This design comes from an exercise in tuning for small area and a short achievable clock period on the open sky130 flow, not from production work. Function was not checked in any run shown here: the RTL went through the layout flow alone.

==> design/flow/design.v <==
`timescale 1ns / 1ps
module HalfAdder(
    input a,
    input b,
    output f,
    output carryOut
    );
    assign f = a ^ b;
    assign carryOut = a & b;
endmodule
`timescale 1ns / 1ps
module FullAdder(
    input a,
    input b,
    input carryIn,
    output sum,
    output carryOut
    );
    assign sum = a ^ b ^ carryIn;
    assign carryOut = (a & b) | (a & carryIn) | (b & carryIn);
endmodule
`timescale 1ns / 1ps
module Inv(input a, output y);
    assign y = ~a;
endmodule
module Nand2(input a, input b, output y);
    assign y = ~(a & b);
endmodule
module Nor2(input a, input b, output y);
    assign y = ~(a | b);
endmodule
module Aoi21(input a, input b, input c, output y);
    assign y = ~((a & b) | c);
endmodule
module Oai21(input a, input b, input c, output y);
    assign y = ~((a | b) & c);
endmodule
module Xor2(input a, input b, output y);
    assign y = a ^ b;
endmodule
`timescale 1ns / 1ps
module MACRegister(
    input clk,
    input rst,
    input [1:0] opcode,
    input [15:0] a,
    input [15:0] b,
    output [31:0] dataOut
    );
    reg [31:0] register;
    assign dataOut = register;
    wire [31:0] rt = ~register;
    wire pp0_0 = ~(a[0] & b[0]), pp0_1 = ~(a[0] & b[1]), pp0_2 = ~(a[0] & b[2]), pp0_3 = ~(a[0] & b[3]), pp0_4 = ~(a[0] & b[4]), pp0_5 = ~(a[0] & b[5]), pp0_6 = ~(a[0] & b[6]), pp0_7 = ~(a[0] & b[7]), pp0_8 = ~(a[0] & b[8]), pp0_9 = ~(a[0] & b[9]), pp0_10 = ~(a[0] & b[10]), pp0_11 = ~(a[0] & b[11]), pp0_12 = ~(a[0] & b[12]), pp0_13 = ~(a[0] & b[13]), pp0_14 = ~(a[0] & b[14]), pp0_15 = ~(a[0] & b[15]);
    wire pp1_0 = ~(a[1] & b[0]), pp1_1 = ~(a[1] & b[1]), pp1_2 = ~(a[1] & b[2]), pp1_3 = ~(a[1] & b[3]), pp1_4 = ~(a[1] & b[4]), pp1_5 = ~(a[1] & b[5]), pp1_6 = ~(a[1] & b[6]), pp1_7 = ~(a[1] & b[7]), pp1_8 = ~(a[1] & b[8]), pp1_9 = ~(a[1] & b[9]), pp1_10 = ~(a[1] & b[10]), pp1_11 = ~(a[1] & b[11]), pp1_12 = ~(a[1] & b[12]), pp1_13 = ~(a[1] & b[13]), pp1_14 = ~(a[1] & b[14]), pp1_15 = ~(a[1] & b[15]);
    wire pp2_0 = ~(a[2] & b[0]), pp2_1 = ~(a[2] & b[1]), pp2_2 = ~(a[2] & b[2]), pp2_3 = ~(a[2] & b[3]), pp2_4 = ~(a[2] & b[4]), pp2_5 = ~(a[2] & b[5]), pp2_6 = ~(a[2] & b[6]), pp2_7 = ~(a[2] & b[7]), pp2_8 = ~(a[2] & b[8]), pp2_9 = ~(a[2] & b[9]), pp2_10 = ~(a[2] & b[10]), pp2_11 = ~(a[2] & b[11]), pp2_12 = ~(a[2] & b[12]), pp2_13 = ~(a[2] & b[13]), pp2_14 = ~(a[2] & b[14]), pp2_15 = ~(a[2] & b[15]);
    wire pp3_0 = ~(a[3] & b[0]), pp3_1 = ~(a[3] & b[1]), pp3_2 = ~(a[3] & b[2]), pp3_3 = ~(a[3] & b[3]), pp3_4 = ~(a[3] & b[4]), pp3_5 = ~(a[3] & b[5]), pp3_6 = ~(a[3] & b[6]), pp3_7 = ~(a[3] & b[7]), pp3_8 = ~(a[3] & b[8]), pp3_9 = ~(a[3] & b[9]), pp3_10 = ~(a[3] & b[10]), pp3_11 = ~(a[3] & b[11]), pp3_12 = ~(a[3] & b[12]), pp3_13 = ~(a[3] & b[13]), pp3_14 = ~(a[3] & b[14]), pp3_15 = ~(a[3] & b[15]);
    wire pp4_0 = ~(a[4] & b[0]), pp4_1 = ~(a[4] & b[1]), pp4_2 = ~(a[4] & b[2]), pp4_3 = ~(a[4] & b[3]), pp4_4 = ~(a[4] & b[4]), pp4_5 = ~(a[4] & b[5]), pp4_6 = ~(a[4] & b[6]), pp4_7 = ~(a[4] & b[7]), pp4_8 = ~(a[4] & b[8]), pp4_9 = ~(a[4] & b[9]), pp4_10 = ~(a[4] & b[10]), pp4_11 = ~(a[4] & b[11]), pp4_12 = ~(a[4] & b[12]), pp4_13 = ~(a[4] & b[13]), pp4_14 = ~(a[4] & b[14]), pp4_15 = ~(a[4] & b[15]);
    wire pp5_0 = ~(a[5] & b[0]), pp5_1 = ~(a[5] & b[1]), pp5_2 = ~(a[5] & b[2]), pp5_3 = ~(a[5] & b[3]), pp5_4 = ~(a[5] & b[4]), pp5_5 = ~(a[5] & b[5]), pp5_6 = ~(a[5] & b[6]), pp5_7 = ~(a[5] & b[7]), pp5_8 = ~(a[5] & b[8]), pp5_9 = ~(a[5] & b[9]), pp5_10 = ~(a[5] & b[10]), pp5_11 = ~(a[5] & b[11]), pp5_12 = ~(a[5] & b[12]), pp5_13 = ~(a[5] & b[13]), pp5_14 = ~(a[5] & b[14]), pp5_15 = ~(a[5] & b[15]);
    wire pp6_0 = ~(a[6] & b[0]), pp6_1 = ~(a[6] & b[1]), pp6_2 = ~(a[6] & b[2]), pp6_3 = ~(a[6] & b[3]), pp6_4 = ~(a[6] & b[4]), pp6_5 = ~(a[6] & b[5]), pp6_6 = ~(a[6] & b[6]), pp6_7 = ~(a[6] & b[7]), pp6_8 = ~(a[6] & b[8]), pp6_9 = ~(a[6] & b[9]), pp6_10 = ~(a[6] & b[10]), pp6_11 = ~(a[6] & b[11]), pp6_12 = ~(a[6] & b[12]), pp6_13 = ~(a[6] & b[13]), pp6_14 = ~(a[6] & b[14]), pp6_15 = ~(a[6] & b[15]);
    wire pp7_0 = ~(a[7] & b[0]), pp7_1 = ~(a[7] & b[1]), pp7_2 = ~(a[7] & b[2]), pp7_3 = ~(a[7] & b[3]), pp7_4 = ~(a[7] & b[4]), pp7_5 = ~(a[7] & b[5]), pp7_6 = ~(a[7] & b[6]), pp7_7 = ~(a[7] & b[7]), pp7_8 = ~(a[7] & b[8]), pp7_9 = ~(a[7] & b[9]), pp7_10 = ~(a[7] & b[10]), pp7_11 = ~(a[7] & b[11]), pp7_12 = ~(a[7] & b[12]), pp7_13 = ~(a[7] & b[13]), pp7_14 = ~(a[7] & b[14]), pp7_15 = ~(a[7] & b[15]);
    wire pp8_0 = ~(a[8] & b[0]), pp8_1 = ~(a[8] & b[1]), pp8_2 = ~(a[8] & b[2]), pp8_3 = ~(a[8] & b[3]), pp8_4 = ~(a[8] & b[4]), pp8_5 = ~(a[8] & b[5]), pp8_6 = ~(a[8] & b[6]), pp8_7 = ~(a[8] & b[7]), pp8_8 = ~(a[8] & b[8]), pp8_9 = ~(a[8] & b[9]), pp8_10 = ~(a[8] & b[10]), pp8_11 = ~(a[8] & b[11]), pp8_12 = ~(a[8] & b[12]), pp8_13 = ~(a[8] & b[13]), pp8_14 = ~(a[8] & b[14]), pp8_15 = ~(a[8] & b[15]);
    wire pp9_0 = ~(a[9] & b[0]), pp9_1 = ~(a[9] & b[1]), pp9_2 = ~(a[9] & b[2]), pp9_3 = ~(a[9] & b[3]), pp9_4 = ~(a[9] & b[4]), pp9_5 = ~(a[9] & b[5]), pp9_6 = ~(a[9] & b[6]), pp9_7 = ~(a[9] & b[7]), pp9_8 = ~(a[9] & b[8]), pp9_9 = ~(a[9] & b[9]), pp9_10 = ~(a[9] & b[10]), pp9_11 = ~(a[9] & b[11]), pp9_12 = ~(a[9] & b[12]), pp9_13 = ~(a[9] & b[13]), pp9_14 = ~(a[9] & b[14]), pp9_15 = ~(a[9] & b[15]);
    wire pp10_0 = ~(a[10] & b[0]), pp10_1 = ~(a[10] & b[1]), pp10_2 = ~(a[10] & b[2]), pp10_3 = ~(a[10] & b[3]), pp10_4 = ~(a[10] & b[4]), pp10_5 = ~(a[10] & b[5]), pp10_6 = ~(a[10] & b[6]), pp10_7 = ~(a[10] & b[7]), pp10_8 = ~(a[10] & b[8]), pp10_9 = ~(a[10] & b[9]), pp10_10 = ~(a[10] & b[10]), pp10_11 = ~(a[10] & b[11]), pp10_12 = ~(a[10] & b[12]), pp10_13 = ~(a[10] & b[13]), pp10_14 = ~(a[10] & b[14]), pp10_15 = ~(a[10] & b[15]);
    wire pp11_0 = ~(a[11] & b[0]), pp11_1 = ~(a[11] & b[1]), pp11_2 = ~(a[11] & b[2]), pp11_3 = ~(a[11] & b[3]), pp11_4 = ~(a[11] & b[4]), pp11_5 = ~(a[11] & b[5]), pp11_6 = ~(a[11] & b[6]), pp11_7 = ~(a[11] & b[7]), pp11_8 = ~(a[11] & b[8]), pp11_9 = ~(a[11] & b[9]), pp11_10 = ~(a[11] & b[10]), pp11_11 = ~(a[11] & b[11]), pp11_12 = ~(a[11] & b[12]), pp11_13 = ~(a[11] & b[13]), pp11_14 = ~(a[11] & b[14]), pp11_15 = ~(a[11] & b[15]);
    wire pp12_0 = ~(a[12] & b[0]), pp12_1 = ~(a[12] & b[1]), pp12_2 = ~(a[12] & b[2]), pp12_3 = ~(a[12] & b[3]), pp12_4 = ~(a[12] & b[4]), pp12_5 = ~(a[12] & b[5]), pp12_6 = ~(a[12] & b[6]), pp12_7 = ~(a[12] & b[7]), pp12_8 = ~(a[12] & b[8]), pp12_9 = ~(a[12] & b[9]), pp12_10 = ~(a[12] & b[10]), pp12_11 = ~(a[12] & b[11]), pp12_12 = ~(a[12] & b[12]), pp12_13 = ~(a[12] & b[13]), pp12_14 = ~(a[12] & b[14]), pp12_15 = ~(a[12] & b[15]);
    wire pp13_0 = ~(a[13] & b[0]), pp13_1 = ~(a[13] & b[1]), pp13_2 = ~(a[13] & b[2]), pp13_3 = ~(a[13] & b[3]), pp13_4 = ~(a[13] & b[4]), pp13_5 = ~(a[13] & b[5]), pp13_6 = ~(a[13] & b[6]), pp13_7 = ~(a[13] & b[7]), pp13_8 = ~(a[13] & b[8]), pp13_9 = ~(a[13] & b[9]), pp13_10 = ~(a[13] & b[10]), pp13_11 = ~(a[13] & b[11]), pp13_12 = ~(a[13] & b[12]), pp13_13 = ~(a[13] & b[13]), pp13_14 = ~(a[13] & b[14]), pp13_15 = ~(a[13] & b[15]);
    wire pp14_0 = ~(a[14] & b[0]), pp14_1 = ~(a[14] & b[1]), pp14_2 = ~(a[14] & b[2]), pp14_3 = ~(a[14] & b[3]), pp14_4 = ~(a[14] & b[4]), pp14_5 = ~(a[14] & b[5]), pp14_6 = ~(a[14] & b[6]), pp14_7 = ~(a[14] & b[7]), pp14_8 = ~(a[14] & b[8]), pp14_9 = ~(a[14] & b[9]), pp14_10 = ~(a[14] & b[10]), pp14_11 = ~(a[14] & b[11]), pp14_12 = ~(a[14] & b[12]), pp14_13 = ~(a[14] & b[13]), pp14_14 = ~(a[14] & b[14]), pp14_15 = ~(a[14] & b[15]);
    wire pp15_0 = ~(a[15] & b[0]), pp15_1 = ~(a[15] & b[1]), pp15_2 = ~(a[15] & b[2]), pp15_3 = ~(a[15] & b[3]), pp15_4 = ~(a[15] & b[4]), pp15_5 = ~(a[15] & b[5]), pp15_6 = ~(a[15] & b[6]), pp15_7 = ~(a[15] & b[7]), pp15_8 = ~(a[15] & b[8]), pp15_9 = ~(a[15] & b[9]), pp15_10 = ~(a[15] & b[10]), pp15_11 = ~(a[15] & b[11]), pp15_12 = ~(a[15] & b[12]), pp15_13 = ~(a[15] & b[13]), pp15_14 = ~(a[15] & b[14]), pp15_15 = ~(a[15] & b[15]);
    wire s1, c2, s3, c4, s5, c6, s7, c8, s9, c10, s11, c12, s13, c14, s15, c16;
    wire s17, c18, s19, c20, s21, c22, s23, c24, s25, c26, s27, c28, s29, c30, s31, c32;
    wire s33, c34, s35, c36, s37, c38, s39, c40, s41, c42, s43, c44, s45, c46, s47, c48;
    wire s49, c50, s51, c52, s53, c54, s55, c56, s57, c58, s59, c60, s61, c62, s63, c64;
    wire s65, c66, s67, c68, s69, c70, s71, c72, s73, c74, s75, c76, s77, c78, s79, c80;
    wire s81, c82, s83, c84, s85, c86, s87, c88, s89, c90, s91, c92, s93, c94, s95, c96;
    wire s97, c98, s99, c100, s101, c102, s103, c104, s105, c106, s107, c108, s109, c110, s111, c112;
    wire s113, c114, s115, c116, s117, c118, s119, c120, s121, c122, s123, c124, s125, c126, s127, c128;
    wire s129, c130, s131, c132, s133, c134, s135, c136, s137, c138, s139, c140, s141, c142, s143, c144;
    wire s145, c146, s147, c148, s149, c150, s151, c152, s153, c154, s155, c156, s157, c158, s159, c160;
    wire s161, c162, s163, c164, s165, c166, s167, c168, s169, c170, s171, c172, s173, c174, s175, c176;
    wire s177, c178, s179, c180, s181, c182, s183, c184, s185, c186, s187, c188, s189, c190, s191, c192;
    wire s193, c194, s195, c196, s197, c198, s199, c200, s201, c202, s203, c204, s205, c206, s207, c208;
    wire s209, c210, s211, c212, s213, c214, s215, c216, s217, c218, s219, c220, s221, c222, s223, c224;
    wire s225, c226, s227, c228, s229, c230, s231, c232, s233, c234, s235, c236, s237, c238, s239, c240;
    wire s241, c242, s243, c244, s245, c246, s247, c248, s249, c250, s251, c252, s253, c254, s255, c256;
    wire s257, c258, s259, c260, s261, c262, s263, c264, s265, c266, s267, c268, s269, c270, s271, c272;
    wire s273, c274, s275, c276, s277, c278, s279, c280, s281, c282, s283, c284, s285, c286, s287, c288;
    wire s289, c290, s291, c292, s293, c294, s295, c296, s297, c298, s299, c300, s301, c302, s303, c304;
    wire s305, c306, s307, c308, s309, c310, s311, c312, s313, c314, s315, c316, s317, c318, s319, c320;
    wire s321, c322, s323, c324, s325, c326, s327, c328, s329, c330, s331, c332, s333, c334, s335, c336;
    wire s337, c338, s339, c340, s341, c342, s343, c344, s345, c346, s347, c348, s349, c350, s351, c352;
    wire s353, c354, s355, c356, s357, c358, s359, c360, s361, c362, s363, c364, s365, c366, s367, c368;
    wire s369, c370, s371, c372, s373, c374, s375, c376, s377, c378, s379, c380, s381, c382, s383, c384;
    wire s385, c386, s387, c388, s389, c390, s391, c392, s393, c394, s395, c396, s397, c398, s399, c400;
    wire s401, c402, s403, c404, s405, c406, s407, c408, s409, c410, s411, c412, s413, c414, s415, c416;
    wire s417, c418, s419, c420, s421, c422, s423, c424, s425, c426, s427, c428, s429, c430, s431, c432;
    wire s433, c434, s435, c436, s437, c438, s439, c440, s441, c442, s443, c444, s445, c446, s447, c448;
    wire s449, c450, s451, c452, s453, c454, s455, c456, s457, c458, s459, c460, s461, c462, s463, c464;
    wire s465, c466, s467, c468, s469, c470, s471, c472, s473, c474, s475, c476, s477, c478, s479, c480;
    wire s481, c482, s483, c484, s485, c486, s487, c488, s489, c490, s491, c492;
    FullAdder fa0(rt[0], pp0_0, 1'b1, s1, c2);
    FullAdder fa1(rt[1], pp0_1, pp1_0, s3, c4);
    FullAdder fa2(c2, s3, 1'b1, s5, c6);
    FullAdder fa3(rt[2], pp0_2, pp1_1, s7, c8);
    FullAdder fa4(pp2_0, c4, s7, s9, c10);
    FullAdder fa5(c6, s9, 1'b1, s11, c12);
    FullAdder fa6(rt[3], pp0_3, pp1_2, s13, c14);
    FullAdder fa7(pp2_1, pp3_0, c8, s15, c16);
    FullAdder fa8(s13, c10, s15, s17, c18);
    FullAdder fa9(s17, c12, 1'b1, s19, c20);
    FullAdder fa10(rt[4], pp0_4, pp1_3, s21, c22);
    FullAdder fa11(pp2_2, pp3_1, pp4_0, s23, c24);
    FullAdder fa12(c14, s21, s23, s25, c26);
    FullAdder fa13(c16, s25, c18, s27, c28);
    FullAdder fa14(s27, c20, 1'b1, s29, c30);
    FullAdder fa15(rt[5], pp0_5, pp1_4, s31, c32);
    FullAdder fa16(pp2_3, pp3_2, pp4_1, s33, c34);
    FullAdder fa17(pp5_0, c22, c24, s35, c36);
    FullAdder fa18(s31, s33, c26, s37, c38);
    FullAdder fa19(s35, s37, c28, s39, c40);
    FullAdder fa20(s39, c30, 1'b1, s41, c42);
    FullAdder fa21(rt[6], pp0_6, pp1_5, s43, c44);
    FullAdder fa22(pp2_4, pp3_3, pp4_2, s45, c46);
    FullAdder fa23(pp5_1, pp6_0, c32, s47, c48);
    FullAdder fa24(c34, s43, s45, s49, c50);
    FullAdder fa25(c36, s47, s49, s51, c52);
    FullAdder fa26(c38, s51, c40, s53, c54);
    FullAdder fa27(rt[7], pp0_7, pp1_6, s55, c56);
    FullAdder fa28(pp2_5, pp3_4, pp4_3, s57, c58);
    FullAdder fa29(pp5_2, pp6_1, pp7_0, s59, c60);
    FullAdder fa30(c44, c46, s55, s61, c62);
    FullAdder fa31(s57, s59, c48, s63, c64);
    FullAdder fa32(c50, s61, s63, s65, c66);
    FullAdder fa33(c52, s65, 1'b1, s67, c68);
    FullAdder fa34(rt[8], pp0_8, pp1_7, s69, c70);
    FullAdder fa35(pp2_6, pp3_5, pp4_4, s71, c72);
    FullAdder fa36(pp5_3, pp6_2, pp7_1, s73, c74);
    FullAdder fa37(pp8_0, c56, c58, s75, c76);
    FullAdder fa38(c60, s69, s71, s77, c78);
    FullAdder fa39(s73, c62, s75, s79, c80);
    FullAdder fa40(s77, c64, s79, s81, c82);
    FullAdder fa41(c66, s81, 1'b1, s83, c84);
    FullAdder fa42(rt[9], pp0_9, pp1_8, s85, c86);
    FullAdder fa43(pp2_7, pp3_6, pp4_5, s87, c88);
    FullAdder fa44(pp5_4, pp6_3, pp7_2, s89, c90);
    FullAdder fa45(pp8_1, pp9_0, c70, s91, c92);
    FullAdder fa46(c72, c74, s85, s93, c94);
    FullAdder fa47(s87, s89, c76, s95, c96);
    FullAdder fa48(s91, c78, s93, s97, c98);
    FullAdder fa49(s95, c80, s97, s99, c100);
    FullAdder fa50(c82, s99, 1'b1, s101, c102);
    FullAdder fa51(rt[10], pp0_10, pp10_0, s103, c104);
    FullAdder fa52(pp1_9, pp2_8, pp3_7, s105, c106);
    FullAdder fa53(pp4_6, pp5_5, pp6_4, s107, c108);
    FullAdder fa54(pp7_3, pp8_2, pp9_1, s109, c110);
    FullAdder fa55(c86, c88, c90, s111, c112);
    FullAdder fa56(s103, s105, s107, s113, c114);
    FullAdder fa57(s109, c92, c94, s115, c116);
    FullAdder fa58(s111, s113, c96, s117, c118);
    FullAdder fa59(c98, s115, s117, s119, c120);
    FullAdder fa60(c100, s119, 1'b1, s121, c122);
    FullAdder fa61(rt[11], pp0_11, pp10_1, s123, c124);
    FullAdder fa62(pp11_0, pp1_10, pp2_9, s125, c126);
    FullAdder fa63(pp3_8, pp4_7, pp5_6, s127, c128);
    FullAdder fa64(pp6_5, pp7_4, pp8_3, s129, c130);
    FullAdder fa65(pp9_2, c104, c106, s131, c132);
    FullAdder fa66(c108, c110, s123, s133, c134);
    FullAdder fa67(s125, s127, s129, s135, c136);
    FullAdder fa68(c112, s131, c114, s137, c138);
    FullAdder fa69(s133, s135, c116, s139, c140);
    FullAdder fa70(s137, c118, s139, s141, c142);
    FullAdder fa71(c120, s141, 1'b1, s143, c144);
    FullAdder fa72(rt[12], pp0_12, pp10_2, s145, c146);
    FullAdder fa73(pp11_1, pp12_0, pp1_11, s147, c148);
    FullAdder fa74(pp2_10, pp3_9, pp4_8, s149, c150);
    FullAdder fa75(pp5_7, pp6_6, pp7_5, s151, c152);
    FullAdder fa76(pp8_4, pp9_3, c124, s153, c154);
    FullAdder fa77(c126, c128, c130, s155, c156);
    FullAdder fa78(s145, s147, s149, s157, c158);
    FullAdder fa79(s151, c132, s153, s159, c160);
    FullAdder fa80(c134, c136, s155, s161, c162);
    FullAdder fa81(s157, s159, c138, s163, c164);
    FullAdder fa82(s161, c140, s163, s165, c166);
    FullAdder fa83(c142, s165, 1'b1, s167, c168);
    FullAdder fa84(rt[13], pp0_13, pp10_3, s169, c170);
    FullAdder fa85(pp11_2, pp12_1, pp13_0, s171, c172);
    FullAdder fa86(pp1_12, pp2_11, pp3_10, s173, c174);
    FullAdder fa87(pp4_9, pp5_8, pp6_7, s175, c176);
    FullAdder fa88(pp7_6, pp8_5, pp9_4, s177, c178);
    FullAdder fa89(c146, c148, c150, s179, c180);
    FullAdder fa90(c152, s169, s171, s181, c182);
    FullAdder fa91(s173, s175, s177, s183, c184);
    FullAdder fa92(c154, c156, c158, s185, c186);
    FullAdder fa93(s179, s181, s183, s187, c188);
    FullAdder fa94(c160, c162, s185, s189, c190);
    FullAdder fa95(s187, c164, s189, s191, c192);
    FullAdder fa96(c166, s191, 1'b1, s193, c194);
    FullAdder fa97(rt[14], pp0_14, pp10_4, s195, c196);
    FullAdder fa98(pp11_3, pp12_2, pp13_1, s197, c198);
    FullAdder fa99(pp14_0, pp1_13, pp2_12, s199, c200);
    FullAdder fa100(pp3_11, pp4_10, pp5_9, s201, c202);
    FullAdder fa101(pp6_8, pp7_7, pp8_6, s203, c204);
    FullAdder fa102(pp9_5, c170, c172, s205, c206);
    FullAdder fa103(c174, c176, c178, s207, c208);
    FullAdder fa104(s195, s197, s199, s209, c210);
    FullAdder fa105(s201, s203, c180, s211, c212);
    FullAdder fa106(s205, c182, c184, s213, c214);
    FullAdder fa107(s207, s209, s211, s215, c216);
    FullAdder fa108(c186, c188, s213, s217, c218);
    FullAdder fa109(s215, c190, s217, s219, c220);
    FullAdder fa110(c192, s219, 1'b1, s221, c222);
    FullAdder fa111(rt[15], pp0_15, pp10_5, s223, c224);
    FullAdder fa112(pp11_4, pp12_3, pp13_2, s225, c226);
    FullAdder fa113(pp14_1, pp15_0, pp1_14, s227, c228);
    FullAdder fa114(pp2_13, pp3_12, pp4_11, s229, c230);
    FullAdder fa115(pp5_10, pp6_9, pp7_8, s231, c232);
    FullAdder fa116(pp8_7, pp9_6, c196, s233, c234);
    FullAdder fa117(c198, c200, c202, s235, c236);
    FullAdder fa118(c204, s223, s225, s237, c238);
    FullAdder fa119(s227, s229, s231, s239, c240);
    FullAdder fa120(c206, s233, c208, s241, c242);
    FullAdder fa121(c210, s235, s237, s243, c244);
    FullAdder fa122(s239, c212, c214, s245, c246);
    FullAdder fa123(s241, s243, c216, s247, c248);
    FullAdder fa124(c218, s245, s247, s249, c250);
    FullAdder fa125(c220, s249, 1'b1, s251, c252);
    FullAdder fa126(rt[16], pp10_6, pp11_5, s253, c254);
    FullAdder fa127(pp12_4, pp13_3, pp14_2, s255, c256);
    FullAdder fa128(pp15_1, pp1_15, pp2_14, s257, c258);
    FullAdder fa129(pp3_13, pp4_12, pp5_11, s259, c260);
    FullAdder fa130(pp6_10, pp7_9, pp8_8, s261, c262);
    FullAdder fa131(pp9_7, c224, c226, s263, c264);
    FullAdder fa132(c228, c230, c232, s265, c266);
    FullAdder fa133(s253, s255, s257, s267, c268);
    FullAdder fa134(s259, s261, c234, s269, c270);
    FullAdder fa135(s263, c236, c238, s271, c272);
    FullAdder fa136(c240, s265, s267, s273, c274);
    FullAdder fa137(s269, c242, c244, s275, c276);
    FullAdder fa138(s271, s273, c246, s277, c278);
    FullAdder fa139(s275, c248, s277, s279, c280);
    FullAdder fa140(c250, s279, 1'b1, s281, c282);
    FullAdder fa141(rt[17], pp10_7, pp11_6, s283, c284);
    FullAdder fa142(pp12_5, pp13_4, pp14_3, s285, c286);
    FullAdder fa143(pp15_2, pp2_15, pp3_14, s287, c288);
    FullAdder fa144(pp4_13, pp5_12, pp6_11, s289, c290);
    FullAdder fa145(pp7_10, pp8_9, pp9_8, s291, c292);
    FullAdder fa146(c254, c256, c258, s293, c294);
    FullAdder fa147(c260, c262, s283, s295, c296);
    FullAdder fa148(s285, s287, s289, s297, c298);
    FullAdder fa149(s291, c264, c266, s299, c300);
    FullAdder fa150(c268, s293, s295, s301, c302);
    FullAdder fa151(s297, c270, c272, s303, c304);
    FullAdder fa152(s299, c274, s301, s305, c306);
    FullAdder fa153(c276, s303, s305, s307, c308);
    FullAdder fa154(c278, s307, c280, s309, c310);
    FullAdder fa155(rt[18], pp10_8, pp11_7, s311, c312);
    FullAdder fa156(pp12_6, pp13_5, pp14_4, s313, c314);
    FullAdder fa157(pp15_3, pp3_15, pp4_14, s315, c316);
    FullAdder fa158(pp5_13, pp6_12, pp7_11, s317, c318);
    FullAdder fa159(pp8_10, pp9_9, c284, s319, c320);
    FullAdder fa160(c286, c288, c290, s321, c322);
    FullAdder fa161(c292, s311, s313, s323, c324);
    FullAdder fa162(s315, s317, s319, s325, c326);
    FullAdder fa163(c294, c296, c298, s327, c328);
    FullAdder fa164(s321, s323, c300, s329, c330);
    FullAdder fa165(s325, c302, s327, s331, c332);
    FullAdder fa166(c304, s329, c306, s333, c334);
    FullAdder fa167(s331, c308, s333, s335, c336);
    FullAdder fa168(rt[19], pp10_9, pp11_8, s337, c338);
    FullAdder fa169(pp12_7, pp13_6, pp14_5, s339, c340);
    FullAdder fa170(pp15_4, pp4_15, pp5_14, s341, c342);
    FullAdder fa171(pp6_13, pp7_12, pp8_11, s343, c344);
    FullAdder fa172(pp9_10, c312, c314, s345, c346);
    FullAdder fa173(c316, c318, s337, s347, c348);
    FullAdder fa174(s339, s341, s343, s349, c350);
    FullAdder fa175(c320, s345, c322, s351, c352);
    FullAdder fa176(c324, s347, s349, s353, c354);
    FullAdder fa177(c326, c328, s351, s355, c356);
    FullAdder fa178(s353, c330, c332, s357, c358);
    FullAdder fa179(s355, c334, s357, s359, c360);
    FullAdder fa180(rt[20], pp10_10, pp11_9, s361, c362);
    FullAdder fa181(pp12_8, pp13_7, pp14_6, s363, c364);
    FullAdder fa182(pp15_5, pp5_15, pp6_14, s365, c366);
    FullAdder fa183(pp7_13, pp8_12, pp9_11, s367, c368);
    FullAdder fa184(c338, c340, c342, s369, c370);
    FullAdder fa185(c344, s361, s363, s371, c372);
    FullAdder fa186(s365, s367, c346, s373, c374);
    FullAdder fa187(c348, s369, c350, s375, c376);
    FullAdder fa188(s371, s373, c352, s377, c378);
    FullAdder fa189(c354, s375, c356, s379, c380);
    FullAdder fa190(s377, c358, s379, s381, c382);
    FullAdder fa191(rt[21], pp10_11, pp11_10, s383, c384);
    FullAdder fa192(pp12_9, pp13_8, pp14_7, s385, c386);
    FullAdder fa193(pp15_6, pp6_15, pp7_14, s387, c388);
    FullAdder fa194(pp8_13, pp9_12, c362, s389, c390);
    FullAdder fa195(c364, c366, c368, s391, c392);
    FullAdder fa196(s383, s385, s387, s393, c394);
    FullAdder fa197(s389, c370, c372, s395, c396);
    FullAdder fa198(s391, s393, c374, s397, c398);
    FullAdder fa199(s395, c376, s397, s399, c400);
    FullAdder fa200(c378, s399, c380, s401, c402);
    FullAdder fa201(rt[22], pp10_12, pp11_11, s403, c404);
    FullAdder fa202(pp12_10, pp13_9, pp14_8, s405, c406);
    FullAdder fa203(pp15_7, pp7_15, pp8_14, s407, c408);
    FullAdder fa204(pp9_13, c384, c386, s409, c410);
    FullAdder fa205(c388, s403, s405, s411, c412);
    FullAdder fa206(s407, c390, s409, s413, c414);
    FullAdder fa207(c392, c394, s411, s415, c416);
    FullAdder fa208(c396, s413, s415, s417, c418);
    FullAdder fa209(c398, s417, c400, s419, c420);
    FullAdder fa210(rt[23], pp10_13, pp11_12, s421, c422);
    FullAdder fa211(pp12_11, pp13_10, pp14_9, s423, c424);
    FullAdder fa212(pp15_8, pp8_15, pp9_14, s425, c426);
    FullAdder fa213(c404, c406, c408, s427, c428);
    FullAdder fa214(s421, s423, s425, s429, c430);
    FullAdder fa215(c410, c412, s427, s431, c432);
    FullAdder fa216(s429, c414, c416, s433, c434);
    FullAdder fa217(s431, c418, s433, s435, c436);
    FullAdder fa218(rt[24], pp10_14, pp11_13, s437, c438);
    FullAdder fa219(pp12_12, pp13_11, pp14_10, s439, c440);
    FullAdder fa220(pp15_9, pp9_15, c422, s441, c442);
    FullAdder fa221(c424, c426, s437, s443, c444);
    FullAdder fa222(s439, s441, c428, s445, c446);
    FullAdder fa223(c430, s443, c432, s447, c448);
    FullAdder fa224(s445, c434, s447, s449, c450);
    FullAdder fa225(rt[25], pp10_15, pp11_14, s451, c452);
    FullAdder fa226(pp12_13, pp13_12, pp14_11, s453, c454);
    FullAdder fa227(pp15_10, c438, c440, s455, c456);
    FullAdder fa228(s451, s453, c442, s457, c458);
    FullAdder fa229(s455, c444, s457, s459, c460);
    FullAdder fa230(c446, s459, c448, s461, c462);
    FullAdder fa231(rt[26], pp11_15, pp12_14, s463, c464);
    FullAdder fa232(pp13_13, pp14_12, pp15_11, s465, c466);
    FullAdder fa233(c452, c454, s463, s467, c468);
    FullAdder fa234(s465, c456, s467, s469, c470);
    FullAdder fa235(c458, s469, c460, s471, c472);
    FullAdder fa236(rt[27], pp12_15, pp13_14, s473, c474);
    FullAdder fa237(pp14_13, pp15_12, c464, s475, c476);
    FullAdder fa238(c466, s473, s475, s477, c478);
    FullAdder fa239(c468, c470, s477, s479, c480);
    FullAdder fa240(rt[28], pp13_15, pp14_14, s481, c482);
    FullAdder fa241(pp15_13, c474, s481, s483, c484);
    FullAdder fa242(c476, s483, c478, s485, c486);
    FullAdder fa243(rt[29], pp14_15, pp15_14, s487, c488);
    FullAdder fa244(c482, s487, c484, s489, c490);
    FullAdder fa245(rt[30], pp15_15, c488, s491, c492);
    wire [31:0] x = {rt[31], s491, s489, s485, s479, s471, s461, c436, s435, s419, s401, c360, c336, s335, s309, c252, c222, c194, c168, c144, c122, c102, c84, c68, s67, s53, s41, s29, s19, s11, s5, s1};
    wire [31:0] y = {c492, c490, c486, c480, c472, c462, c450, s449, c420, c402, c382, s381, s359, c310, c282, s281, s251, s221, s193, s167, s143, s121, s101, s83, c54, c42, 1'b1, 1'b1, 1'b1, 1'b1, 1'b1, 1'b1};
    wire [31:0] st;
    wire n493, n494, n495, n496, n497, n498, n499, n500, n501, n502, n503, n504, n505, n506, n507, n508, n509, n510, n511, n512, n513, n514, n515, n516, n517, n518, n519, n520, n521, n522, n523, n524, n525, n526, n527, n528, n529, n530, n531, n532, n533, n534, n535, n536, n537, n538, n539, n540, n541, n542, n543, n544, n545, n546, n547, n548, n549, n550, n551, n552, n553, n554, n555, n556, n557, n558, n559, n560, n561, n562, n563, n564, n565, n566, n567, n568, n569, n570, n571, n572, n573, n574, n575, n576, n577, n578, n579, n580, n581, n582, n583, n584, n585, n586, n587, n588, n589, n590, n591, n592, n593, n594, n595, n596, n597, n598, n599, n600, n601, n602, n603, n604, n605, n606, n607, n608, n609, n610, n611, n612, n613, n614, n615, n616, n617, n618, n619, n620, n621, n622, n623, n624, n625, n626, n627, n628, n629, n630, n631, n632, n633, n634, n635, n636, n637, n638, n639, n640, n641, n642, n643, n644, n645, n646, n647, n648, n649, n650, n651, n652;
    assign st[5:0] = x[5:0];
    Nor2 u_n493(x[6], y[6], n493);
    Nand2 u_n494(x[7], y[7], n494);
    Nor2 u_n495(x[7], y[7], n495);
    Nand2 u_n496(x[8], y[8], n496);
    Nor2 u_n497(x[8], y[8], n497);
    Nand2 u_n498(x[9], y[9], n498);
    Nor2 u_n499(x[9], y[9], n499);
    Nand2 u_n500(x[10], y[10], n500);
    Nor2 u_n501(x[10], y[10], n501);
    Nand2 u_n502(x[11], y[11], n502);
    Nor2 u_n503(x[11], y[11], n503);
    Nand2 u_n504(x[12], y[12], n504);
    Nor2 u_n505(x[12], y[12], n505);
    Nand2 u_n506(x[13], y[13], n506);
    Nor2 u_n507(x[13], y[13], n507);
    Nand2 u_n508(x[14], y[14], n508);
    Nor2 u_n509(x[14], y[14], n509);
    Nand2 u_n510(x[15], y[15], n510);
    Nor2 u_n511(x[15], y[15], n511);
    Nand2 u_n512(x[16], y[16], n512);
    Nor2 u_n513(x[16], y[16], n513);
    Nand2 u_n514(x[17], y[17], n514);
    Nor2 u_n515(x[17], y[17], n515);
    Nand2 u_n516(x[18], y[18], n516);
    Nor2 u_n517(x[18], y[18], n517);
    Nand2 u_n518(x[19], y[19], n518);
    Nor2 u_n519(x[19], y[19], n519);
    Nand2 u_n520(x[20], y[20], n520);
    Nor2 u_n521(x[20], y[20], n521);
    Nand2 u_n522(x[21], y[21], n522);
    Nor2 u_n523(x[21], y[21], n523);
    Nand2 u_n524(x[22], y[22], n524);
    Nor2 u_n525(x[22], y[22], n525);
    Nand2 u_n526(x[23], y[23], n526);
    Nor2 u_n527(x[23], y[23], n527);
    Nand2 u_n528(x[24], y[24], n528);
    Nor2 u_n529(x[24], y[24], n529);
    Nand2 u_n530(x[25], y[25], n530);
    Nor2 u_n531(x[25], y[25], n531);
    Nand2 u_n532(x[26], y[26], n532);
    Nor2 u_n533(x[26], y[26], n533);
    Nand2 u_n534(x[27], y[27], n534);
    Nor2 u_n535(x[27], y[27], n535);
    Nand2 u_n536(x[28], y[28], n536);
    Nor2 u_n537(x[28], y[28], n537);
    Nand2 u_n538(x[29], y[29], n538);
    Nor2 u_n539(x[29], y[29], n539);
    Nand2 u_n540(x[30], y[30], n540);
    Nor2 u_n541(x[30], y[30], n541);
    Nand2 u_n542(x[31], y[31], n542);
    Nor2 u_n543(x[31], y[31], n543);
    Oai21 u_n544(n495, n493, n494, n544);
    Oai21 u_n545(n499, n496, n498, n545);
    Nor2 u_n546(n499, n497, n546);
    Oai21 u_n547(n503, n500, n502, n547);
    Nor2 u_n548(n503, n501, n548);
    Oai21 u_n549(n507, n504, n506, n549);
    Nor2 u_n550(n507, n505, n550);
    Oai21 u_n551(n511, n508, n510, n551);
    Nor2 u_n552(n511, n509, n552);
    Oai21 u_n553(n515, n512, n514, n553);
    Nor2 u_n554(n515, n513, n554);
    Oai21 u_n555(n519, n516, n518, n555);
    Nor2 u_n556(n519, n517, n556);
    Oai21 u_n557(n523, n520, n522, n557);
    Nor2 u_n558(n523, n521, n558);
    Oai21 u_n559(n527, n524, n526, n559);
    Nor2 u_n560(n527, n525, n560);
    Oai21 u_n561(n531, n528, n530, n561);
    Nor2 u_n562(n531, n529, n562);
    Oai21 u_n563(n535, n532, n534, n563);
    Nor2 u_n564(n535, n533, n564);
    Oai21 u_n565(n539, n536, n538, n565);
    Nor2 u_n566(n539, n537, n566);
    Oai21 u_n567(n543, n540, n542, n567);
    Nor2 u_n568(n543, n541, n568);
    Inv u_n569(n544, n569);
    Oai21 u_n570(n497, n569, n496, n570);
    Aoi21 u_n571(n546, n544, n545, n571);
    Inv u_n572(n547, n572);
    Oai21 u_n573(n505, n572, n504, n573);
    Inv u_n574(n548, n574);
    Nor2 u_n575(n505, n574, n575);
    Aoi21 u_n576(n550, n547, n549, n576);
    Nand2 u_n577(n550, n548, n577);
    Inv u_n578(n551, n578);
    Oai21 u_n579(n513, n578, n512, n579);
    Inv u_n580(n552, n580);
    Nor2 u_n581(n513, n580, n581);
    Aoi21 u_n582(n554, n551, n553, n582);
    Nand2 u_n583(n554, n552, n583);
    Inv u_n584(n555, n584);
    Oai21 u_n585(n521, n584, n520, n585);
    Inv u_n586(n556, n586);
    Nor2 u_n587(n521, n586, n587);
    Aoi21 u_n588(n558, n555, n557, n588);
    Nand2 u_n589(n558, n556, n589);
    Inv u_n590(n559, n590);
    Oai21 u_n591(n529, n590, n528, n591);
    Inv u_n592(n560, n592);
    Nor2 u_n593(n529, n592, n593);
    Aoi21 u_n594(n562, n559, n561, n594);
    Nand2 u_n595(n562, n560, n595);
    Inv u_n596(n563, n596);
    Oai21 u_n597(n537, n596, n536, n597);
    Inv u_n598(n564, n598);
    Nor2 u_n599(n537, n598, n599);
    Aoi21 u_n600(n566, n563, n565, n600);
    Nand2 u_n601(n566, n564, n601);
    Oai21 u_n602(n501, n571, n500, n602);
    Inv u_n603(n571, n603);
    Aoi21 u_n604(n548, n603, n547, n604);
    Aoi21 u_n605(n575, n603, n573, n605);
    Oai21 u_n606(n577, n571, n576, n606);
    Oai21 u_n607(n517, n582, n516, n607);
    Nor2 u_n608(n517, n583, n608);
    Inv u_n609(n582, n609);
    Aoi21 u_n610(n556, n609, n555, n610);
    Inv u_n611(n583, n611);
    Nand2 u_n612(n556, n611, n612);
    Aoi21 u_n613(n587, n609, n585, n613);
    Nand2 u_n614(n587, n611, n614);
    Oai21 u_n615(n589, n582, n588, n615);
    Nor2 u_n616(n589, n583, n616);
    Oai21 u_n617(n533, n594, n532, n617);
    Nor2 u_n618(n533, n595, n618);
    Inv u_n619(n594, n619);
    Aoi21 u_n620(n564, n619, n563, n620);
    Inv u_n621(n595, n621);
    Nand2 u_n622(n564, n621, n622);
    Aoi21 u_n623(n599, n619, n597, n623);
    Nand2 u_n624(n599, n621, n624);
    Oai21 u_n625(n601, n594, n600, n625);
    Nor2 u_n626(n601, n595, n626);
    Inv u_n627(n606, n627);
    Oai21 u_n628(n509, n627, n508, n628);
    Aoi21 u_n629(n552, n606, n551, n629);
    Aoi21 u_n630(n581, n606, n579, n630);
    Oai21 u_n631(n583, n627, n582, n631);
    Aoi21 u_n632(n608, n606, n607, n632);
    Oai21 u_n633(n612, n627, n610, n633);
    Oai21 u_n634(n614, n627, n613, n634);
    Aoi21 u_n635(n616, n606, n615, n635);
    Inv u_n636(n625, n636);
    Oai21 u_n637(n541, n636, n540, n637);
    Inv u_n638(n626, n638);
    Nor2 u_n639(n541, n638, n639);
    Aoi21 u_n640(n568, n625, n567, n640);
    Nand2 u_n641(n568, n626, n641);
    Oai21 u_n642(n525, n635, n524, n642);
    Inv u_n643(n635, n643);
    Aoi21 u_n644(n560, n643, n559, n644);
    Aoi21 u_n645(n593, n643, n591, n645);
    Oai21 u_n646(n595, n635, n594, n646);
    Aoi21 u_n647(n618, n643, n617, n647);
    Oai21 u_n648(n622, n635, n620, n648);
    Oai21 u_n649(n624, n635, n623, n649);
    Aoi21 u_n650(n626, n643, n625, n650);
    Aoi21 u_n651(n639, n643, n637, n651);
    Oai21 u_n652(n641, n635, n640, n652);
    wire [31:6] p;
    Xor2 u_p6(x[6], y[6], p[6]);
    Xor2 u_p7(x[7], y[7], p[7]);
    Xor2 u_p8(x[8], y[8], p[8]);
    Xor2 u_p9(x[9], y[9], p[9]);
    Xor2 u_p10(x[10], y[10], p[10]);
    Xor2 u_p11(x[11], y[11], p[11]);
    Xor2 u_p12(x[12], y[12], p[12]);
    Xor2 u_p13(x[13], y[13], p[13]);
    Xor2 u_p14(x[14], y[14], p[14]);
    Xor2 u_p15(x[15], y[15], p[15]);
    Xor2 u_p16(x[16], y[16], p[16]);
    Xor2 u_p17(x[17], y[17], p[17]);
    Xor2 u_p18(x[18], y[18], p[18]);
    Xor2 u_p19(x[19], y[19], p[19]);
    Xor2 u_p20(x[20], y[20], p[20]);
    Xor2 u_p21(x[21], y[21], p[21]);
    Xor2 u_p22(x[22], y[22], p[22]);
    Xor2 u_p23(x[23], y[23], p[23]);
    Xor2 u_p24(x[24], y[24], p[24]);
    Xor2 u_p25(x[25], y[25], p[25]);
    Xor2 u_p26(x[26], y[26], p[26]);
    Xor2 u_p27(x[27], y[27], p[27]);
    Xor2 u_p28(x[28], y[28], p[28]);
    Xor2 u_p29(x[29], y[29], p[29]);
    Xor2 u_p30(x[30], y[30], p[30]);
    Xor2 u_p31(x[31], y[31], p[31]);
    assign st[6] = p[6] ^ 1'b1;
    assign st[7] = p[7] ^ ~n493;
    assign st[8] = p[8] ^ n544;
    assign st[9] = p[9] ^ n570;
    assign st[10] = p[10] ^ ~n571;
    assign st[11] = p[11] ^ n602;
    assign st[12] = p[12] ^ ~n604;
    assign st[13] = p[13] ^ ~n605;
    assign st[14] = p[14] ^ n606;
    assign st[15] = p[15] ^ n628;
    assign st[16] = p[16] ^ ~n629;
    assign st[17] = p[17] ^ ~n630;
    assign st[18] = p[18] ^ n631;
    assign st[19] = p[19] ^ ~n632;
    assign st[20] = p[20] ^ n633;
    assign st[21] = p[21] ^ n634;
    assign st[22] = p[22] ^ ~n635;
    assign st[23] = p[23] ^ n642;
    assign st[24] = p[24] ^ ~n644;
    assign st[25] = p[25] ^ ~n645;
    assign st[26] = p[26] ^ n646;
    assign st[27] = p[27] ^ ~n647;
    assign st[28] = p[28] ^ n648;
    assign st[29] = p[29] ^ n649;
    assign st[30] = p[30] ^ ~n650;
    assign st[31] = p[31] ^ ~n651;
    always @ (posedge clk) begin
        if (rst)
            register <= 32'd0;
        else case (opcode)
            2'd1:  
                register <= {a, b};
            2'd2:  
                register <= ~st;
        endcase
    end
endmodule
==> design/flow/flow/run.sh <==
#!/bin/bash
# Standard ORFS layout, with buf_2 port buffers, and timing repair aiming for 11 ns of
# setup slack at the design's clock period (i.e. a tighter internal target).
set -euo pipefail
bash standard.sh "BUFFER_PORTS_ARGS=-buffer_cell sky130_fd_sc_hd__buf_2" "SETUP_SLACK_MARGIN=11" finish > make_finish.log 2>&1
==> design/flow/standard.sh <==
#!/bin/bash
# synth_recipe.tcl (not shown) runs the flow's synth.tcl, then flattens the netlist and writes it again
# the make line also repeats each setting of config.mk as NAME=value (left out here)
make -C /OpenROAD-flow-scripts/flow DESIGN_CONFIG=/design/flow/config.mk WORK_HOME=/design/flow/orfs CLKGATE_MAP_FILE= SYNTH_SCRIPT=/design/flow/synth_recipe.tcl "${@:-finish}"
==> design/flow/config.mk <==
export PLATFORM = sky130hd
export DESIGN_NAME = MACRegister
export DESIGN_NICKNAME = MACRegister
export VERILOG_FILES = /design/flow/design.v
export SDC_FILE = /design/flow/constraint.sdc
export NUM_CORES = 4
export LEC_CHECK = 0
export CAP_MARGIN = 20
export CORE_MARGIN = 2
export CORE_UTILIZATION = 40
export SETUP_SLACK_MARGIN = 1.0
export SLEW_MARGIN = 20
export SYNTH_HIERARCHICAL = 1
export SYNTH_MINIMUM_KEEP_SIZE = 0
==> design/flow/constraint.sdc <==
create_clock -name core_clock -period 19.0 [get_ports {clk}]
set_input_delay 3.8000 -clock core_clock [delete_from_list [all_inputs] [get_ports {clk}]]
set_output_delay 3.8000 -clock core_clock [all_outputs]
set_load 0.01 [all_outputs]
==> results of run 1 <==
path summary, 6_finish.rpt:
kind | to | depth (start not counted) | startpoint | slack [ns]
worst max register to register | register[24]$_SDFFE_PP0P_ | 17 | register[15]$_SDFFE_PP0P_ | 13.88
worst min register to register | register[8]$_SDFFE_PP0P_ | 2 | register[8]$_SDFFE_PP0P_ | 0.52
worst max-delay path | register[24]$_SDFFE_PP0P_ | 19 | b[11] | 10.77
worst min-delay path | register[8]$_SDFFE_PP0P_ | 2 | register[8]$_SDFFE_PP0P_ | 0.52
final cells by class:
cell class	count	share of cell area [%]
Timing Repair Buffer	175	17.2
Clock inverter	2	0.0833
Sequential cell	32	5.33
Inverter	54	1.79
Clock buffer	6	1.16
Tap cell	285	2.97
Multi-Input combinational cell	806	71.5
modules after synthesis, one instance, submodules excluded:
module       area [sq um]  times used  cells  flip-flops and latches
Nand2                3.75          33      1                       0
Aoi21                8.76          21      1                       0
MACRegister          3300           1    535                      32
Nor2                 3.75          46      1                       0
Xor2                 8.76          26      1                       0
FullAdder            20.0         246      1                       0
Oai21                5.00          33      1                       0
Inv                  3.75          20      1                       0
cell families after synthesis:
logic type,count (synthesis)
AOI/OAI and AO/OA,86
xor gates and xnor gates,51
adders and majority gates,247
buffers and inverters,137
DFF,32
muxes,1
other,1
and+or+nand+nor,405
metal layers:
| layer | vias up | part of all wire [%] |
|---|---|---|
| met4 | 0 | 3.2 |
| li1 | 3177 | - |
| met5 | - | 0 |
| met2 | 358 | 49 |
| met3 | 74 | 7.8 |
| met1 | 3915 | 40 |
placed cells by master (no fill, tap or decap), types with 18 or more instances in the layout:
| cell | instances |
|---|---|
| sky130_fd_sc_hd__buf_12 | 18 |
| sky130_fd_sc_hd__buf_16 | 21 |
| sky130_fd_sc_hd__buf_2 | 35 |
| sky130_fd_sc_hd__buf_4 | 82 |
| sky130_fd_sc_hd__dfxtp_1 | 32 |
| sky130_fd_sc_hd__fa_1 | 194 |
| sky130_fd_sc_hd__fa_2 | 52 |
| sky130_fd_sc_hd__inv_1 | 50 |
| sky130_fd_sc_hd__nand2_1 | 272 |
| sky130_fd_sc_hd__nand2_2 | 22 |
| sky130_fd_sc_hd__nor2_1 | 30 |
| sky130_fd_sc_hd__or4b_1 | 21 |
| sky130_fd_sc_hd__xor2_1 | 33 |
Yosys cell counts (all sizes together):
master | count | area share (%)
o21ai | 33 | 1.8
o221ai | 13 | 2.1
conb | 1 | 0.041
xnor2 | 13 | 1.2
o211ai | 12 | 1.4
clkbuf | 69 | 2.9
nand2 | 302 | 12
dfxtp | 32 | 7.0
dlymetal6s2s | 1 | 0.14
nand3b | 12 | 1.0
fa | 246 | 54
or4b | 25 | 2.9
nor2b | 7 | 0.48
a211oi | 1 | 0.082
buf | 13 | 1.4
a21oi | 21 | 2.0
xor2 | 38 | 3.6
nand2b | 12 | 0.82
mux2i | 1 | 0.11
inv | 54 | 2.2
ha | 1 | 0.14
or3b | 1 | 0.096
a311oi | 6 | 0.57
nor2 | 46 | 1.9
metrics by stage:
stage / util (%) / instances / setup slack (ns) / cell area [sq um] / hold WS, ns
finish: 53.3 / 1360 / 10.77 / 12000 / 0.521
global route: 53.3 / 1360 / 10.62 / 12000 / 0.558
CTS: 51.0 / 1344 / 10.81 / 11500 / 0.526
detailed placement: 42.8 / 1248 / 9.95 / 9660 / 0.511
global placement: 42.8 / 1248 / 10.0 / 9660 / 0.511
floorplan: - / 975 / 10.69 / 9770 / 0.534
critical path, delay by kind of cell:
family | cells | cell delay [ns]
buffers and inverters | 3 | 0.31
xor gates and xnor gates | 1 | 0.16
adders and majority gates | 7 | 3.10
AOI/OAI and AO/OA | 6 | 0.78
and+or+nand+nor | 2 | 0.23
what timing repair did:
item / in CTS / in global routing
gates resized for setup: 190 / 99
buffers inserted: 81 / 16
pin swaps: 32 / 43
gates cloned: 7 / 0
endpoints found under the setup margin: 20 / 20
==> flow_summary.toml, run 1 <==
[synth]
synth_top_family_by_area = "adder cells"
synth_xor_xnor_area_share_pct = 4.87
post_synth_and_or_nand_nor_area_fraction_pct = 19.6
yosysUniqueCellTypes = 32
synth.yosys.warnings = 7
mappedNetlistArea_sq_mm = 0.00917
ys_ff_latch = 32
synth_compound_gate_area_share_pct = 7.95
syn-mean-instance-area_sq_um = 9.55
post_synth_mux_area_share_pct = 0.109
synth_seq_area_share_pct = 6.99
synthCells = 960
synth_fa_ha_area_share_pct = 53.8

[sta]
timing.fmax_mhz = 122
clock-skew-final_ns = 0.0135
final_setup_violations = 0
rsz_0062_raised_after_global_routing = "yes"
setup_tns_ns = 0
timing.final.crit_share_pct = 43.3
final_hold_viol_count = 0
finalMaxSlewViolations = 0
slew_headroom_pct = 48.2
worst_pin_slew_ns = 0.777
post-route-min-period_ns = 8.23

[clocking]
root_buffer = "sky130_fd_sc_hd__clkbuf_16"
tritoncts = "done"
clk_transition_reported_paths_ns = 0.06
cts_buffer_depth = 2
cts_sinks = 32
cts_buffers = 5
cts-htree-levels = 2
post_cts_hold_buffer_count = 0
insertion_delay_ns = 0.31

[detailed_routing]
first_iter_violations = 578
post_detailed_route_count_of_antenna_violating_nets = 0
route.detailed.vias_per_inst = 5.53
wirelength_mm = 29.4
detailroute.via_count = 7524
detail_route.first_pass.iterations = 5
wl_per_cell_um = 21.6
drcViolationCount = 0

[placed_design]
number_of_port_buffers = 67
place_hpwl_mm = 18.6
gp_congestion = 0.822

[floorplan]
die_width_um = 155
die_height_um = 155
floorplan.io_pins = 68
initial_core_utilization_pct = 40.6
fp.coreArea_sq_mm = 0.0226
design.die.area_sq_mm = 0.0242
placementRows = 55

[global_routing]
grt_pass1_wl_mm = 46.5
grt_pass1_vias = 8092
grt_busiest_layer = "met2"
grtUsageMet3_pct = 4.37
grt_antenna_before_repair = 1
global_route.usage.met1_pct = 35.3
globalRouteMet2Util_pct = 40.7
global_route.usage.total_pct = 25.6
grt_max_degree = 60
grt_overflow = 0

[worst_hold_path]
holdCritPathClass = "register to register"

[setup_path]
start_kind = "primary input"
arrival_ns = 8.40
worst-path-max-fanout = 6
cp_slowest_cell = "sky130_fd_sc_hd__fa_2"
worstSetupPathType = "primary input to register"
crit_path_cell_trace = "buf_16, nand2_4, fa_2, fa_2, fa_1, fa_2, fa_1, fa_2, fa_2, nor2_4, o21ai_4, a21oi_4, o21ai_2, a21oi_4, buf_12, inv_8, a21oi_2, xnor2_1, o221ai_2"
cp-end-kind = "register"
critical_path.max_stage_delay_ns = 0.55
path_common_cell = "sky130_fd_sc_hd__fa_2"
timing.critical_path.required_ns = 19.17

[layout]
area.sequential_sq_um = 641
layout_top_registers = "register x32"
largest_register_ffs = 32
final_net_count = 1357
multiInputGateArea_sq_mm = 0.00859
drive_gt1_share_pct = 33.5
most_flop_heavy_register = "register"
number_of_antenna_repair_diodes = 0
nFillCells = 1942
area_delta_synth_final_pct = 31.1

[outcome]
run_status = "no timing/DRC/antenna violations"

[flow_run]
maxCapViolations = 0
==> run 2: changes to the inputs <==
==> design/flow/flow/run.sh (replaced) <==
#!/bin/bash
# Standard ORFS layout, with buf_2 port buffers, and timing repair aiming for 10 ns of
# setup slack at the design's clock period (i.e. a tighter internal target).
set -euo pipefail
bash standard.sh "BUFFER_PORTS_ARGS=-buffer_cell sky130_fd_sc_hd__buf_2" "SETUP_SLACK_MARGIN=10" finish > make_finish.log 2>&1
==> run 2 against run 1 <==
Effect of this change: global-route usage shrank 3.2 points; setup slack worse by 0.55 ns.
==> flow_summary.toml, run 2 <==
[outcome]
run_status = "no timing/DRC/antenna violations"

[sta]
final_hold_viol_count = 0
finalMaxSlewViolations = 0
clock-skew-final_ns = 0.0162
timing.final.crit_share_pct = 46.2
final_setup_violations = 0
slew_headroom_pct = 50.6
postLayoutSetupSlackWorst_ns = 10.22
worst_pin_slew_ns = 0.741
setup_tns_ns = 0
post-route-min-period_ns = 8.78
timing.fmax_mhz = 114
rsz_0062_raised_after_global_routing = "yes"

[layout]
finalNonFillerCells = 1258
drive_gt1_share_pct = 13.5
layout_commonest_cell = "sky130_fd_sc_hd__nand2_1"
layout.cells.most_common_list = "sky130_fd_sc_hd__nand2_1 (302), sky130_fd_sc_hd__fa_1 (246), sky130_fd_sc_hd__inv_1 (52)"
final_net_count = 1255
number_of_antenna_repair_diodes = 0
area_delta_synth_final_pct = 7.16
largest_register_ffs = 32
nFillCells = 2211
layout_top_registers = "register x32"
most_flop_heavy_register = "register"

[clocking]
cts_sinks = 32
cts-htree-levels = 2
post_cts_hold_buffer_count = 0
tritoncts = "done"
cts_buffers = 5
insertion_delay_ns = 0.31
clk_transition_reported_paths_ns = 0.07
root_buffer = "sky130_fd_sc_hd__clkbuf_16"
cts_buffer_depth = 2

[setup_path]
crit_path_cell_trace = "clkbuf_4, nand2_1, fa_1, fa_1, fa_1, fa_1, fa_1, fa_1, fa_1, nor2_1, o21ai_1, a21oi_2, o21ai_1, a21oi_4, inv_2, a21oi_2, xnor2_1, o221ai_2"
start_kind = "primary input"
cp_slowest_cell = "sky130_fd_sc_hd__fa_1"
arrival_ns = 8.94
worstSetupPathType = "primary input to register"
critical_path.max_stage_delay_ns = 0.53
path_common_cell = "sky130_fd_sc_hd__fa_1"
worst-path-max-fanout = 17
cp-end-kind = "register"
timing.critical_path.required_ns = 19.16

[placed_design]
place_ws_ns = 9.50
place.detailed.instances = 1248
gp_congestion = 0.850
number_of_port_buffers = 67
place_hpwl_mm = 18.9

[detailed_routing]
wl_per_cell_um = 20.3
detail_route.first_pass.iterations = 5
detailroute.via_count = 6990
post_detailed_route_count_of_antenna_violating_nets = 0
wirelength_mm = 25.6
first_iter_violations = 551
route.detailed.vias_per_inst = 5.56
drcViolationCount = 0

[floorplan]
fp.coreArea_sq_mm = 0.0226
floorplan.io_pins = 68
die_width_um = 155
die_height_um = 155
placementRows = 55
initial_core_utilization_pct = 40.6
design.die.area_sq_mm = 0.0242

[global_routing]
grt_max_degree = 60
grt_overflow = 0
global_route.usage.total_pct = 22.3
grt_antenna_before_repair = 0
grt_pass1_wl_mm = 41.4
grt_pass1_vias = 7339

[synth]
ys.flop_type = "sky130_fd_sc_hd__dfxtp_1"
synthCells = 960
post-synth-top-count-cell = "sky130_fd_sc_hd__nand2_1"
syn-mean-instance-area_sq_um = 9.55
synth_area_leader_cell = "sky130_fd_sc_hd__fa_1"
synth.yosys.warnings = 7
synth-edff-count = 0
yosys.area.top_type_share_pct = 53.7
post_synth_main_area_contributors = "sky130_fd_sc_hd__fa_1 (54%), sky130_fd_sc_hd__nand2_1 (12%), sky130_fd_sc_hd__dfxtp_1 (7.0%)"
synth_async_sr_flop_share_pct = 0
synth_seq_area_share_pct = 6.99
ys_ff_latch = 32
synth.cells.most_frequent = "sky130_fd_sc_hd__nand2_1 (302), sky130_fd_sc_hd__fa_1 (246), sky130_fd_sc_hd__clkbuf_1 (64)"
yosysUniqueCellTypes = 32
mappedNetlistArea_sq_mm = 0.00917

[flow_run]
maxCapViolations = 0

[worst_hold_path]
holdCritPathClass = "register to register"
==> run 2: cell counts after synthesis <==
Identical to the previous run, type by type.
==> run 2: per-module statistics from Yosys (local to each module, per instance) <==
| module | flops+latches | cells inside | times used |
|---|---|---|---|
| Nand2 | 0 | 1 | 33 |
| Aoi21 | 0 | 1 | 21 |
| FullAdder | 0 | 1 | 246 |
| Oai21 | 0 | 1 | 33 |
| Inv | 0 | 1 | 20 |
| MACRegister | 32 | 535 | 1 |
| Xor2 | 0 | 1 | 26 |
| Nor2 | 0 | 1 | 46 |
==> run 2: path summary, 6_finish.rpt <==
path                             startpoint                        end  slack [ns]  cells after the start
setup / recovery                      b[10]  register[31]$_SDFFE_PP0P_       10.22                     18
hold / removal     register[0]$_SDFFE_PP0P_   register[0]$_SDFFE_PP0P_        0.53                      2
setup reg to reg  register[12]$_SDFFE_PP0P_  register[31]$_SDFFE_PP0P_       13.53                     17
hold reg to reg    register[0]$_SDFFE_PP0P_   register[0]$_SDFFE_PP0P_        0.53                      2
==> run 2: timing repair <==
item	in CTS	in global routing
pin swaps	0	1
hold endpoints to repair	0	0
resized for setup	5	28
buffers inserted	0	2
endpoints found under the setup margin	7	9
==> run 2: layer usage <==
layer  vias up  routed length [um]  track usage (%)
met3        59                1600             1.64
met4         0                 879             7.30
met1      3653               10700             32.0
met5         -                   0                0
met2       307               12400             36.4
li1       2971                   -                -
==> run 2: kinds of logic (layout without fill, tap and decap cells) <==
| family | after synthesis | after routing | share of synthesized area [%] |
|---|---|---|---|
| mux | 1 | 1 | 0.109 |
| simple gates | 405 | 405 | 19.6 |
| xor+xnor | 51 | 51 | 4.87 |
| flops | 32 | 32 | 6.99 |
| compound gates | 86 | 86 | 7.95 |
| fa+ha+maj | 247 | 247 | 53.8 |
| other cells | 1 | 16 | 0.0409 |
| buf+inv | 137 | 135 | 6.64 |
==> run 2: area by class of cell <==
class / count / area (sq um) / area share, %
Inverter: 54 / 203 / 2.06
Clock inverter: 1 / 30.0 / 0.306
Clock buffer: 7 / 153 / 1.55
Tap cell: 285 / 357 / 3.63
Multi-Input combinational cell: 806 / 8000 / 81.4
Timing Repair Buffer: 73 / 447 / 4.55
Sequential cell: 32 / 641 / 6.52
==> run 2: stage by stage <==
step	cell area, sq um	utilization, %	hold slack (ns)
after CTS	9750	43.2	0.527
after floorplan	9230	-	0.534
after global placement	9540	42.3	0.513
after detailed placement	9540	42.3	0.514
final	9830	43.5	0.528
after global routing	9830	43.5	0.552
==> run 2: worst max-delay path: cells and delay by family <==
kind / cells / cell delay, ns
buf+inv: 2 / 0.43
compound gates: 6 / 1.07
xor+xnor: 1 / 0.15
simple gates: 2 / 0.29
fa+ha+maj: 7 / 3.16
==> run 3: changes to the inputs <==
==> design/flow/flow/run.sh (replaced) <==
#!/bin/bash
# Standard ORFS layout, with the port buffers made of buf_2 cells instead of the default choice.
set -euo pipefail
bash standard.sh "BUFFER_PORTS_ARGS=-buffer_cell sky130_fd_sc_hd__buf_2" finish > make_finish.log 2>&1
==> run 3 against run 2 <==
Effect of this change: still clean; clock skew down 0.00092 ns; routed wire length increased by 0.87%; non-clock buffer count fell by 2; sequential cell count did not move; register-to-register slack got worse by 0.23 ns; area after synthesis did not move; critical path type unchanged; critical endpoint is now register[30]$_SDFFE_PP0P_.
==> flow_summary.toml, run 3 <==
[outcome]
run_status = "no timing/DRC/antenna violations"

[layout]
nFillCells = 2188
finalCoreUtilization_pct = 43.1
most_flop_heavy_register = "register"
area_delta_synth_final_pct = 6.07
layout_top_registers = "register x32"
number_of_antenna_repair_diodes = 0
largest_register_ffs = 32
multiInputGateArea_sq_mm = 0.00798
final_net_count = 1253

[detailed_routing]
drcViolationCount = 0
post_detailed_route_count_of_antenna_violating_nets = 0
first_iter_violations = 510
wirelength_mm = 25.8
detail_route.first_pass.iterations = 6
wl_per_cell_um = 20.5
route.detailed.vias_per_inst = 5.43

[synth]
ys.flop_type = "sky130_fd_sc_hd__dfxtp_1"
synth_seq_area_share_pct = 6.99
yosys.area.top_type_share_pct = 53.7
post-synth-top-count-cell = "sky130_fd_sc_hd__nand2_1"
post_synth_and_or_nand_nor_area_fraction_pct = 19.6
synth.cells.most_frequent = "sky130_fd_sc_hd__nand2_1 (302), sky130_fd_sc_hd__fa_1 (246), sky130_fd_sc_hd__clkbuf_1 (64)"
post_synth_main_area_contributors = "sky130_fd_sc_hd__fa_1 (54%), sky130_fd_sc_hd__nand2_1 (12%), sky130_fd_sc_hd__dfxtp_1 (7.0%)"
synth_async_sr_flop_share_pct = 0
synth.yosys.warnings = 7
synth_fa_ha_area_share_pct = 53.8
syn-mean-instance-area_sq_um = 9.55
synth_compound_gate_area_share_pct = 7.95

[setup_path]
rr_startpoint = "register[12]$_SDFFE_PP0P_"
timing.critical_path.required_ns = 19.15
r2r_setup_slack_ns = 13.30
cp_slowest_cell = "sky130_fd_sc_hd__fa_1"
start_kind = "primary input"
cp-end-kind = "register"
crit_path_cell_trace = "buf_2, nand2_1, fa_1, fa_1, fa_1, fa_1, fa_1, fa_1, fa_1, nor2_1, o21ai_1, a21oi_2, o21ai_1, a21oi_2, inv_1, a21oi_2, xnor2_1, o221ai_2"
worst-path-max-fanout = 17

[floorplan]
die_width_um = 155
floorplan.io_pins = 68
die_height_um = 155
initial_core_utilization_pct = 40.6
fp.coreArea_sq_mm = 0.0226

[worst_hold_path]
holdCritPathClass = "register to register"
worst_hold_path.endpoint = "register[10]$_SDFFE_PP0P_"
min_delay_path_depth = 2
hp-start = "register[10]$_SDFFE_PP0P_"

[sta]
setup_tns_ns = 0
clock-skew-final_ns = 0.0152
slew_headroom_pct = 47.3
fin_worst_hold_slack_ns = 0.526
worst_pin_slew_ns = 0.785
final_hold_viol_count = 0
post-route-min-period_ns = 9.18
finalMaxSlewViolations = 0
rsz_0062_raised_after_global_routing = "no"
final_setup_violations = 0

[global_routing]
grt_antenna_before_repair = 0
grt_pass1_wl_mm = 41.8
grt_overflow = 0
global_route.usage.total_pct = 22.8

[clocking]
root_buffer = "sky130_fd_sc_hd__clkbuf_16"
cts-htree-levels = 2
tritoncts = "done"
insertion_delay_ns = 0.31
post_cts_hold_buffer_count = 0
post_cts.repair.setup_buffers = 0

[placed_design]
place_hpwl_mm = 19.0

[flow_run]
maxCapViolations = 0
-- run 3: cell counts after synthesis --
No cell type changed its count.
-- run 3: worst max path at each step --
stage / slack [ns] / start / cells past startpoint / end
floorplan: 10.0 / b[13] / 19 / register[24]$_SDFFE_PP0P_
global placement: 9.60 / a[11] / 18 / register[24]$_SDFFE_PP0P_
detailed placement: 9.51 / b[12] / 18 / register[30]$_SDFFE_PP0P_
CTS: 9.82 / b[12] / 18 / register[30]$_SDFFE_PP0P_
global route: 9.56 / b[12] / 18 / register[30]$_SDFFE_PP0P_
finish: 9.82 / a[11] / 18 / register[30]$_SDFFE_PP0P_
-- run 3: per-stage QoR --
step / cell area (sq um) / setup WS [ns] / cells
3_5_place_dp: 9540 / 9.51 / 1248
2_1_floorplan: 9230 / 10.0 / 975
5_1_grt: 9730 / 9.56 / 1256
3_3_place_gp: 9540 / 9.60 / 1248
6_report: 9730 / 9.82 / 1256
4_1_cts: 9730 / 9.82 / 1256
-- run 3: layout make-up --
| type | instances | area share (%) |
|---|---|---|
| well taps | 285 | 3.67 |
| clock inverters | 1 | 0.309 |
| flip-flops and latches | 32 | 6.59 |
| repair buffers | 71 | 3.76 |
| multi-input cells | 806 | 82.0 |
| clock buffers | 7 | 1.57 |
| inverters | 54 | 2.08 |
-- run 3: modules after synthesis, one instance, submodules excluded --
module,cells inside,area [sq um],flip-flops and latches
MACRegister,535,3300,32
Nand2,1,3.75,0
FullAdder,1,20.0,0
Aoi21,1,8.76,0
Nor2,1,3.75,0
Oai21,1,5.00,0
Inv,1,3.75,0
Xor2,1,8.76,0
-- run 3: logic make-up after synthesis --
logic type / count (synthesis)
and+or+nand+nor: 405
buffers and inverters: 137
xor gates and xnor gates: 51
muxes: 1
other: 1
AOI/OAI and AO/OA: 86
DFF: 32
adders and majority gates: 247
-- run 3: critical path: cells and delay by family --
kind            cells  cell delay (ns)
compound gates      6             1.19
fa+ha+maj           7             3.25
simple gates        2             0.30
buf+inv             2             0.63
xor+xnor            1             0.15
-- run 3: metal layers --
| layer | track usage (%) | part of all wire [%] | vias to the layer above | wire length, um |
|---|---|---|---|---|
| li1 | - | - | 2968 | - |
| met1 | 30.4 | 41 | 3547 | 10700 |
| met2 | 39.1 | 50 | 261 | 12800 |
| met3 | 2.73 | 6.2 | 49 | 1600 |
| met4 | 6.73 | 2.8 | 0 | 727 |
| met5 | 0 | 0 | - | 0 |

-- port drivers added, routing unchanged --
How much do the figures lean on ideal ports? The routed layouts below were timed once more, with nothing changed but the port constraints.
Step 1, drivers: a clkbuf_16 drives clk and a buf_2 each remaining input, both assumed.
Step 2 moves the port delays by t, midway between the first and last clock arrival at a register: inputs arrive t later, outputs are due t later. That takes back most of the time a late clock gives input paths.
Three values: ideal, step 1, step 2; two values: the first two.
run | t, ns | setup slack, ns | worst setup path after step 2
run 1 | 0.344 | 10.771 / 10.601 / 10.257 | input to register
run 2 | 0.338 | 10.223 / 10.204 / 9.866 | input to register
run 3 | 0.338 | 9.819 / 9.834 / 9.496 | input to register
After both steps setup and hold are still met in every run listed. For run 1, which loses most, drivers alone change the setup slack by -0.170 ns; drivers and shift together by -0.514 ns.
